Source: an optimization exercise on an open RTL-to-GDS flow (aim: small area). Production flows keep margins and buffers that such runs may drop. The RTL was checked by simulation tests, not by an equivalence proof against the original design. No driver is modelled on the clock port, so clock power and skew are understated where the tree is cut down; a real chip needs a root buffer or a tree. Power is estimated from default activity; no workload was simulated.

## ember
## clock
module clock(clk,clr,switch,ad,adj,o_seg,a);
input clk,clr,switch,ad;
input [3:0] adj;
output [6:0] o_seg;
output [3:0] a;
reg [3:0] f;
reg [2:0] b;
reg [1:0] s;
wire tick_scan = (f == 4'd4);
wire tick_s = (f == 4'd9) & (b == 3'd0) & s[0];
wire [1:0] s_nx = s + {1'b0, tick_scan};
always @(posedge clk)
if (clr) begin
  f <= 4'd0;
  b <= 3'd0;
  s <= 2'd0;
end else begin
  f <= (f == 4'd9) ? 4'd0 : f + 4'd1;
  if (tick_scan) b <= (b == 3'd4) ? 3'd0 : b + 3'd1;
  s <= s_nx;
end
reg [3:0] so;    
reg [2:0] st;    
reg [3:0] mo;    
reg [2:0] mt;    
reg [3:0] ho;    
reg [1:0] ht;    
wire so9 = so[3] & so[0];
wire st5 = st[2] & st[0];
wire mo9 = mo[3] & mo[0];
wire mt5 = mt[2] & mt[0];
wire ht2 = ht[1];
wire run = ~ad;
wire c1 = so9;
wire c2 = c1 & st5;
wire c3 = c2 & mo9;
wire c4 = c3 & mt5;
wire c5 = c4 & ((ho == 4'd9) | (ht2 & (ho == 4'd3)));
wire en_so = tick_s & (run | (switch & adj[0]));
wire en_st = tick_s & (run ? c1 : (switch & adj[1]));
wire en_mo = tick_s & (run ? c2 : (~switch & adj[0]));
wire en_mt = tick_s & (run ? c3 : (~switch & adj[1]));
wire en_ho = tick_s & (run ? c4 : (~switch & adj[2]));
wire en_ht = tick_s & (run ? c5 : (~switch & adj[3]));
wire [3:0] t_so = {so[0] & (so[3] | (so[2] & so[1])), so[1] & so[0], so[0] & ~so[3], 1'b1};
wire [2:0] t_st = {st[0] & (st[1] | st[2]), st[0] & ~st[2], 1'b1};
wire [3:0] t_mo = {mo[0] & (mo[3] | (mo[2] & mo[1])), mo[1] & mo[0], mo[0] & ~mo[3], 1'b1};
wire [2:0] t_mt = {mt[0] & (mt[1] | mt[2]), mt[0] & ~mt[2], 1'b1};
wire w3 = ht2 & (ho == 4'd3);
wire w9 = ~ht2 & (ho == 4'd9);
wire [3:0] t_ho = {(ho[0] & ho[1] & ho[2]) | w9, ho[0] & ho[1] & ~w3, ho[0] & ~w9, 1'b1};
always @(posedge clk) begin
  so <= {4{~clr}} & (so ^ ({4{en_so}} & t_so));
  st <= {3{~clr}} & (st ^ ({3{en_st}} & t_st));
  mo <= {4{~clr}} & (mo ^ ({4{en_mo}} & t_mo));
  mt <= {3{~clr}} & (mt ^ ({3{en_mt}} & t_mt));
  ho <= {4{~clr}} & (ho ^ ({4{en_ho}} & t_ho));
  ht <= {2{~clr}} & (en_ht ? {ht[0], ~ht[1] & ~ht[0]} : ht);
end
reg [3:0] q;
reg [3:0] p;
reg [3:0] fld;
always @* begin
  case ({switch, s_nx})
  ...
Size in the first run: ~240 cells after synthesis, roughly 19 I/O pins, roughly 0.0017 mm² of cells after synthesis.
clock: 10.0 ns
lec_check: 0
cap_margin: 20
core_margin: 2
core_utilization: 40
slew_margin: 20
standard.sh (not shown) runs the stock make flow with config.mk's settings and CLKGATE_MAP_FILE= SYNTH_SCRIPT=/design/flow/synth_recipe.tcl, a recipe that flattens the netlist after the stock synthesis.
==> flow/flow/run.sh <==
#!/bin/bash
# Standard ORFS layout with three changes: the synthesized netlist's
# combinational logic is re-mapped for area (registers untouched, proven
# equivalent), ports get minimum-size buffers, and the clock tree uses
# small buffers.
set -euo pipefail
W=$PWD
R=$W/orfs/results/sky130hd/clock/base
export BUFFER_PORTS_ARGS="-buffer_cell sky130_fd_sc_hd__buf_1"
export CTS_ARGS="-buf_list sky130_fd_sc_hd__clkbuf_4 -root_buf sky130_fd_sc_hd__clkbuf_4 -sink_clustering_enable -sink_clustering_size 20 -sink_clustering_max_diameter 300 -dont_use_dummy_load -repair_clock_nets"
bash standard.sh synth > synth.log 2>&1
cp $R/1_2_yosys.v $W/synth_std.v
if bash flow/reopt.sh $W/synth_std.v $W/synth_reopt.v > reopt.log 2>&1; then
  cp $W/synth_reopt.v $R/1_2_yosys.v
  rm -f $R/1_synth.odb $R/1_synth.sdc
  echo "re-mapped netlist in use" >> reopt.log
else
  echo "re-mapping failed or not proven; standard netlist kept" >> reopt.log
fi
bash standard.sh > layout.log 2>&1
==> flow/flow/deep.abc <==
strash
&get -n
&deepsyn -T 60
&put
dch -f
map -a
mfs2 -a
strash
dch -f
map -a
==> flow/flow/reopt.sh <==
#!/bin/bash
# reopt.sh IN.v OUT.v : re-map the combinational logic of a synthesized
# netlist for area with ABC; registers (instances, names, cell types) are kept.
set -euo pipefail
IN=$1; OUT=$2; HERE=$(cd "$(dirname "$0")" && pwd)
LIB=$FLOW_HOME/platforms/sky130hd/lib/sky130_fd_sc_hd__tt_025C_1v80.lib
DU=$(sed -n '/DONT_USE_CELLS/,/^#/p' $FLOW_HOME/platforms/sky130hd/config.mk | grep -o 'sky130_fd_sc_hd__[a-z0-9_]*' | sed 's/^/-dont_use /' | tr '\n' ' ')
cat > reopt.ys <<EOY
read_liberty -ignore_miss_func $LIB
read_verilog $IN
hierarchy -top clock
setattr -mod -set keep_hierarchy 1 sky130_fd_sc_hd__*df* sky130_fd_sc_hd__*dl*
flatten
delete t:\$scopeinfo
opt_clean
select -module clock
abc -liberty $LIB $DU -script $HERE/deep.abc
opt_clean
rename -hide w:*.*
opt_clean -purge
hilomap -singleton -hicell sky130_fd_sc_hd__conb_1 HI -locell sky130_fd_sc_hd__conb_1 LO
opt_clean -purge
write_verilog -noattr -nohex -nodec -selected $OUT
EOY
yosys -l reopt_yosys.log reopt.ys > /dev/null
# prove the new netlist equal to the old one, register by register
cat > reopt_eq.ys <<EOY
read_liberty -ignore_miss_func $LIB
read_verilog $IN
rename clock gold
read_verilog $OUT
rename clock gate
rename -hide gold/w:_* gate/w:_* gold/c:* gate/c:*
flatten gold gate
delete t:\$scopeinfo
opt_clean
equiv_make gold gate eq
hierarchy -top eq
equiv_simple -seq 2
equiv_induct -seq 2
equiv_status -assert
EOY
yosys -l reopt_eq.log reopt_eq.ys > /dev/null
ember completed end to end with timing, DRC and antenna clean.
## Diff of input files: zinc against ember
diff --git a/flow/flow/run.sh b/flow/flow/run.sh
--- a/flow/flow/run.sh
+++ b/flow/flow/run.sh
@@ -10 +10 @@
-export CTS_ARGS="-buf_list sky130_fd_sc_hd__clkbuf_4 -root_buf sky130_fd_sc_hd__clkbuf_4 -sink_clustering_enable -sink_clustering_size 20 -sink_clustering_max_diameter 300 -dont_use_dummy_load -repair_clock_nets"
+export CTS_ARGS="-buf_list sky130_fd_sc_hd__clkbuf_8 -root_buf sky130_fd_sc_hd__clkbuf_8 -sink_clustering_enable -sink_clustering_size 40 -sink_clustering_max_diameter 300 -dont_use_dummy_load -repair_clock_nets"
ember → zinc: total power saw an increase, post-route fraction of the period consumed by the critical path saw an increase, sequential share of layout area saw a decrease, post-detailed-routing wire length saw an increase, pin slew with the least headroom to its limit saw a decrease. zinc against ember: final worst-path setup slack lower, cell area has increased, first-pass GRT wire length was more or less identical, number of standard cells in the layout, taps in and fillers out neither gained nor lost much.
What harbor does differently from zinc at the input level:
diff --git a/flow/flow/run.sh b/flow/flow/run.sh
--- a/flow/flow/run.sh
+++ b/flow/flow/run.sh
@@ -10 +10 @@
-export CTS_ARGS="-buf_list sky130_fd_sc_hd__clkbuf_8 -root_buf sky130_fd_sc_hd__clkbuf_8 -sink_clustering_enable -sink_clustering_size 40 -sink_clustering_max_diameter 300 -dont_use_dummy_load -repair_clock_nets"
+export CTS_ARGS="-buf_list sky130_fd_sc_hd__clkbuf_4 -root_buf sky130_fd_sc_hd__clkbuf_4 -dont_use_dummy_load -repair_clock_nets"
Notes after the runs:
harbor | status: complete | timing, DRC, antenna: pass. Met2 wire length: lower on zinc. harbor ends up with a sum of routed wire segments on met1 that is 3.3% lower than in zinc. harbor and zinc ended up with roughly the same final sum of negative setup slack. Compared with zinc, harbor shows setup slack after layout higher by 0.065 ns.
> inputs changed (harbor -> lagoon)
==> flow/flow/run.sh <==
#!/bin/bash
# Standard ORFS layout, with minimum-size port buffers and a small clock tree.
set -euo pipefail
export BUFFER_PORTS_ARGS="-buffer_cell sky130_fd_sc_hd__buf_1"
export CTS_ARGS="-buf_list sky130_fd_sc_hd__clkbuf_4 -root_buf sky130_fd_sc_hd__clkbuf_4 -dont_use_dummy_load -repair_clock_nets"
bash standard.sh > standard.log 2>&1
removed: flow/flow/deep.abc
removed: flow/flow/reopt.sh
[summary]
Measured against each other, lagoon and harbor differ in global routing met2 resource utilization, the lower figure coming from lagoon. Side by side, smallest setup slack after layout turned out higher in lagoon than in harbor. When lagoon is set beside harbor, its power consumed by combinational cells turns out to be 9.0% smaller. Relative to harbor, leakage power has gone up in lagoon. harbor -> lagoon: total power after layout decreased slightly. harbor has higher overall fraction of global-route tracks in use than lagoon. Logic gate share of total power: lagoon < harbor. NOTE: total wirelength of the detailed-routed design in lagoon exceeds that of harbor. Diff harbor -> lagoon: number of buffers other than clock buffers in the final layout climbed 1, number of cells after detailed placement climbed about 10%. Against harbor, the final cell area of lagoon is higher.


== main ==
The RTL this note starts from:
==> flow/design.v <==
module clock(clk,clr,switch,ad,adj,o_seg,a);
input clk,clr,switch,ad;
input [3:0] adj;
output [6:0] o_seg;
output [3:0] a;
reg [3:0] f;
reg [2:0] b;
reg [1:0] s;
wire tick_scan = (f == 4'd4);
wire tick_s = (f == 4'd9) & (b == 3'd0) & s[0];
wire [1:0] s_nx = s + {1'b0, tick_scan};
always @(posedge clk)
if (clr) begin
  f <= 4'd0;
  b <= 3'd0;
  s <= 2'd0;
end else begin
  f <= (f == 4'd9) ? 4'd0 : f + 4'd1;
  if (tick_scan) b <= (b == 3'd4) ? 3'd0 : b + 3'd1;
  s <= s_nx;
end
reg [3:0] so;    
reg [2:0] st;    
reg [3:0] mo;    
reg [2:0] mt;    
reg [3:0] ho;    
reg [1:0] ht;    
wire so9 = so[3] & so[0];
wire st5 = st[2] & st[0];
wire mo9 = mo[3] & mo[0];
wire mt5 = mt[2] & mt[0];
wire ht2 = ht[1];
wire run = ~ad;
wire c1 = so9;
wire c2 = c1 & st5;
wire c3 = c2 & mo9;
wire c4 = c3 & mt5;
wire c5 = c4 & ((ho == 4'd9) | (ht2 & (ho == 4'd3)));
wire en_so = tick_s & (run | (switch & adj[0]));
wire en_st = tick_s & (run ? c1 : (switch & adj[1]));
wire en_mo = tick_s & (run ? c2 : (~switch & adj[0]));
wire en_mt = tick_s & (run ? c3 : (~switch & adj[1]));
wire en_ho = tick_s & (run ? c4 : (~switch & adj[2]));
wire en_ht = tick_s & (run ? c5 : (~switch & adj[3]));
wire [3:0] t_so = {so[0] & (so[3] | (so[2] & so[1])), so[1] & so[0], so[0] & ~so[3], 1'b1};
wire [2:0] t_st = {st[0] & (st[1] | st[2]), st[0] & ~st[2], 1'b1};
wire [3:0] t_mo = {mo[0] & (mo[3] | (mo[2] & mo[1])), mo[1] & mo[0], mo[0] & ~mo[3], 1'b1};
wire [2:0] t_mt = {mt[0] & (mt[1] | mt[2]), mt[0] & ~mt[2], 1'b1};
wire w3 = ht2 & (ho == 4'd3);
wire w9 = ~ht2 & (ho == 4'd9);
wire [3:0] t_ho = {(ho[0] & ho[1] & ho[2]) | w9, ho[0] & ho[1] & ~w3, ho[0] & ~w9, 1'b1};
always @(posedge clk) begin
  so <= {4{~clr}} & (so ^ ({4{en_so}} & t_so));
  st <= {3{~clr}} & (st ^ ({3{en_st}} & t_st));
  mo <= {4{~clr}} & (mo ^ ({4{en_mo}} & t_mo));
  mt <= {3{~clr}} & (mt ^ ({3{en_mt}} & t_mt));
  ho <= {4{~clr}} & (ho ^ ({4{en_ho}} & t_ho));
  ht <= {2{~clr}} & (en_ht ? {ht[0], ~ht[1] & ~ht[0]} : ht);
end
reg [3:0] q;
reg [3:0] p;
reg [3:0] fld;
always @* begin
  case ({switch, s_nx})
    3'b000: fld = mo;
    3'b001: fld = {1'b0, mt};
    3'b010: fld = ho;
    3'b011: fld = {2'b00, ht};
    3'b100: fld = so;
    3'b101: fld = {1'b0, st};
    3'b110: fld = mo;
    default: fld = {1'b0, mt};
  endcase
end
reg vld;
always @* begin
  case (s)
    2'd2: vld = ~q[3] | (~q[2] & ~q[1]) | (~switch & ~q[2] & q[1] & ~q[0]);
    2'd3: vld = switch | (~q[2] & ~q[1]);
    default: vld = 1'b1;
  endcase
end
always @(posedge clk)
if (clr) begin
  q <= 4'd0;
  p <= 4'd15;
end else begin
  q <= fld;
  p <= q | {4{~vld}};
end
wire [6:0] seg;
assign seg[0] = (~p[3] & ~p[2] & ~p[1] & p[0]) | (p[3] & p[2]) | (p[2] & ~p[1] & ~p[0]);
assign seg[1] = (p[2] & p[1] & ~p[0]) | (p[3] & p[2]) | (p[2] & ~p[1] & p[0]);
assign seg[2] = (~p[3] & ~p[2] & p[1] & ~p[0]) | (p[3] & p[2]);
assign seg[3] = (p[3] & p[1]) | (p[2] & ~p[1] & ~p[0]) | (~p[3] & ~p[2] & ~p[1] & p[0]) | (p[2] & p[1] & p[0]);
assign seg[4] = (p[2] & ~p[1]) | p[0];
assign seg[5] = (p[1] & p[0]) | (~p[3] & ~p[2] & p[0]) | (~p[3] & ~p[2] & p[1]);
assign seg[6] = (~p[3] & ~p[2] & ~p[1]) | (p[2] & p[1] & p[0]);
assign o_seg = seg;
assign a = {~(s == 2'd3), ~(s == 2'd2), ~(s == 2'd1), ~(s == 2'd0)};
endmodule
Settings: LEC_CHECK=0, CAP_MARGIN=20, CORE_MARGIN=2, CORE_UTILIZATION=40, SLEW_MARGIN=20; clock period 10.0 ns.
==> flow/flow/run.sh <==
#!/bin/bash
# Standard ORFS layout with three changes: the synthesized netlist's
# combinational logic is re-mapped for area (registers untouched, proven
# equivalent), ports get minimum-size buffers, and the clock tree uses
# small buffers.
set -euo pipefail
W=$PWD
R=$W/orfs/results/sky130hd/clock/base
export BUFFER_PORTS_ARGS="-buffer_cell sky130_fd_sc_hd__buf_1"
export CTS_ARGS="-buf_list sky130_fd_sc_hd__clkbuf_2 -root_buf sky130_fd_sc_hd__clkbuf_4 -dont_use_dummy_load -repair_clock_nets"
bash standard.sh synth > synth.log 2>&1
cp $R/1_2_yosys.v $W/synth_std.v
if bash flow/reopt.sh $W/synth_std.v $W/synth_reopt.v > reopt.log 2>&1; then
  cp $W/synth_reopt.v $R/1_2_yosys.v
  rm -f $R/1_synth.odb $R/1_synth.sdc
  echo "re-mapped netlist in use" >> reopt.log
else
  echo "re-mapping failed or not proven; standard netlist kept" >> reopt.log
fi
bash standard.sh > layout.log 2>&1
==> flow/flow/deep.abc <==
strash
&get -n
&deepsyn -T 60
&put
dch -f
map -a
mfs2 -a
strash
dch -f
map -a
==> flow/flow/reopt.sh <==
#!/bin/bash
# reopt.sh IN.v OUT.v : re-map the combinational logic of a synthesized
# netlist for area with ABC; registers (instances, names, cell types) are kept.
set -euo pipefail
IN=$1; OUT=$2; HERE=$(cd "$(dirname "$0")" && pwd)
LIB=$FLOW_HOME/platforms/sky130hd/lib/sky130_fd_sc_hd__tt_025C_1v80.lib
DU=$(sed -n '/DONT_USE_CELLS/,/^#/p' $FLOW_HOME/platforms/sky130hd/config.mk | grep -o 'sky130_fd_sc_hd__[a-z0-9_]*' | sed 's/^/-dont_use /' | tr '\n' ' ')
cat > reopt.ys <<EOY
read_liberty -ignore_miss_func $LIB
read_verilog $IN
hierarchy -top clock
setattr -mod -set keep_hierarchy 1 sky130_fd_sc_hd__*df* sky130_fd_sc_hd__*dl*
flatten
delete t:\$scopeinfo
opt_clean
select -module clock
abc -liberty $LIB $DU -script $HERE/deep.abc
opt_clean
rename -hide w:*.*
opt_clean -purge
hilomap -singleton -hicell sky130_fd_sc_hd__conb_1 HI -locell sky130_fd_sc_hd__conb_1 LO
opt_clean -purge
write_verilog -noattr -nohex -nodec -selected $OUT
EOY
yosys -l reopt_yosys.log reopt.ys > /dev/null
# prove the new netlist equal to the old one, register by register
cat > reopt_eq.ys <<EOY
read_liberty -ignore_miss_func $LIB
read_verilog $IN
rename clock gold
read_verilog $OUT
rename clock gate
rename -hide gold/w:_* gate/w:_* gold/c:* gate/c:*
flatten gold gate
delete t:\$scopeinfo
opt_clean
equiv_make gold gate eq
hierarchy -top eq
equiv_simple -seq 2
equiv_induct -seq 2
equiv_status -assert
EOY
yosys -l reopt_eq.log reopt_eq.ys > /dev/null
What the feature branch does differently from main at the input level:
# main
export LEC_CHECK = 0
export CAP_MARGIN = 20
export CORE_MARGIN = 2
export CORE_UTILIZATION = 40
export SLEW_MARGIN = 20
create_clock -name core_clock -period 10.0 [get_ports {clk}]
# the feature branch
export LEC_CHECK = 0
export CAP_MARGIN = 20
export CORE_MARGIN = 2
export CORE_UTILIZATION = 55
export SLEW_MARGIN = 20
create_clock -name core_clock -period 10.0 [get_ports {clk}]
-- flow/flow/run.sh --
<<< main, line 8
R=$W/orfs/results/sky130hd/clock/base
export BUFFER_PORTS_ARGS="-buffer_cell sky130_fd_sc_hd__buf_1"
export CTS_ARGS="-buf_list sky130_fd_sc_hd__clkbuf_2 -root_buf sky130_fd_sc_hd__clkbuf_4 -dont_use_dummy_load -repair_clock_nets"
bash standard.sh synth > synth.log 2>&1
cp $R/1_2_yosys.v $W/synth_std.v
>>> the feature branch, line 8
R=$W/orfs/results/sky130hd/clock/base
export BUFFER_PORTS_ARGS="-buffer_cell sky130_fd_sc_hd__buf_1"
export CTS_ARGS="-buf_list sky130_fd_sc_hd__clkbuf_4 -root_buf sky130_fd_sc_hd__clkbuf_4 -dont_use_dummy_load -repair_clock_nets"
export POST_CTS_TCL=$W/flow/post_cts.tcl
export CLOCK_ROOT_BUF=sky130_fd_sc_hd__clkbuf_16
bash standard.sh synth > synth.log 2>&1
cp $R/1_2_yosys.v $W/synth_std.v
==> flow/flow/post_cts.tcl (new file) <==
# After CTS: fold the leaf clock buffers into the root buffer, so one
# buffer drives every register clock pin, and size that buffer.
set db [ord::get_db]
set block [ord::get_db_block]
set clk_net [[$block findBTerm clk] getNet]
set root ""
foreach it [$clk_net getITerms] {
  set inst [$it getInst]
  if {[string match "sky130_fd_sc_hd__clkbuf_*" [[$inst getMaster] getName]]} { set root $inst }
}
if {$root ne ""} {
  set root_out [[$root findITerm X] getNet]
  set leaves {}
  foreach it [$root_out getITerms] {
    set inst [$it getInst]
    if {$inst ne $root && [string match "sky130_fd_sc_hd__clkbuf_*" [[$inst getMaster] getName]]} { lappend leaves $inst }
  }
  foreach leaf $leaves {
    set out [[$leaf findITerm X] getNet]
    foreach it [$out getITerms] {
      if {[$it getInst] eq $leaf} { continue }
      $it disconnect
      $it connect $root_out
    }
    puts "removed clock buffer [$leaf getName]"
    odb::dbInst_destroy $leaf
    odb::dbNet_destroy $out
  }
  $root swapMaster [$db findMaster $::env(CLOCK_ROOT_BUF)]
  puts "clock root [$root getName] is $::env(CLOCK_ROOT_BUF)"
  detailed_placement
  estimate_parasitics -placement
  report_clock_min_period
  report_check_types -max_slew -max_capacitance
}
### Flow results
The feature branch against main: clock network power share now sits lower, clock skew shrank by 7.4 ps, combinational group share of total power shows an increase of 0.9 points. The multi-input gate share of total cell area of the feature branch exceeds that of main by 0.68 points. Compared with main, the feature branch ends up with a smaller final cell area. On worst voltage drop across the vdd grid, the feature branch does worse than main. In summary, the feature branch completed successfully, with a layout that passed the timing, design-rule and antenna checks. [compare] base=main new=the feature branch: normalized max-slew margin picked up an extra 7.1 points; via count of the first global-routing pass shows a reduction of 187; final cell count fell 22.

==> afterwards: timing with drivers on the ports <==
No port has a modelled driver above. Below, the same layouts with a new extraction and two added sets of constraints. Step 1, drivers: a clkbuf_16 drives clk and a buf_2 each remaining input, both assumed. Step 2 times the ports against the registers' clock, not the clock port: input delays grow and output delays shrink by t, the midpoint of the rising clock arrivals with the driver on. Three values: ideal ports, drivers, drivers and shift; two values: the first two.
run	t (ns)	setup slack, ns	worst hold slack (ns)	worst setup path after step 2	cell pins on the clock port's net
ember	0.354	5.838 / 5.839 / 5.485	0.433 / 0.433 / 0.433	input to register	1
zinc	0.308	5.773 / 5.774 / 5.466	0.428 / 0.428 / 0.428	input to register	1
harbor	0.354	5.838 / 5.839 / 5.485	0.433 / 0.433 / 0.433	input to register	1
lagoon	0.357	6.398 / 6.390 / 6.033	0.430 / 0.430 / 0.430	input to register	1
main	0.354	5.838 / 5.839 / 5.485	0.433 / 0.433 / 0.433	input to register	1
the feature branch	0.212	6.111 / 6.121 / 5.909	0.433 / 0.433 / 0.433	input to register	1
After both steps setup and hold are still met in every run listed. The setup slack of lagoon, which loses most, moves by -0.008 ns with the drivers and by -0.365 ns with both steps.
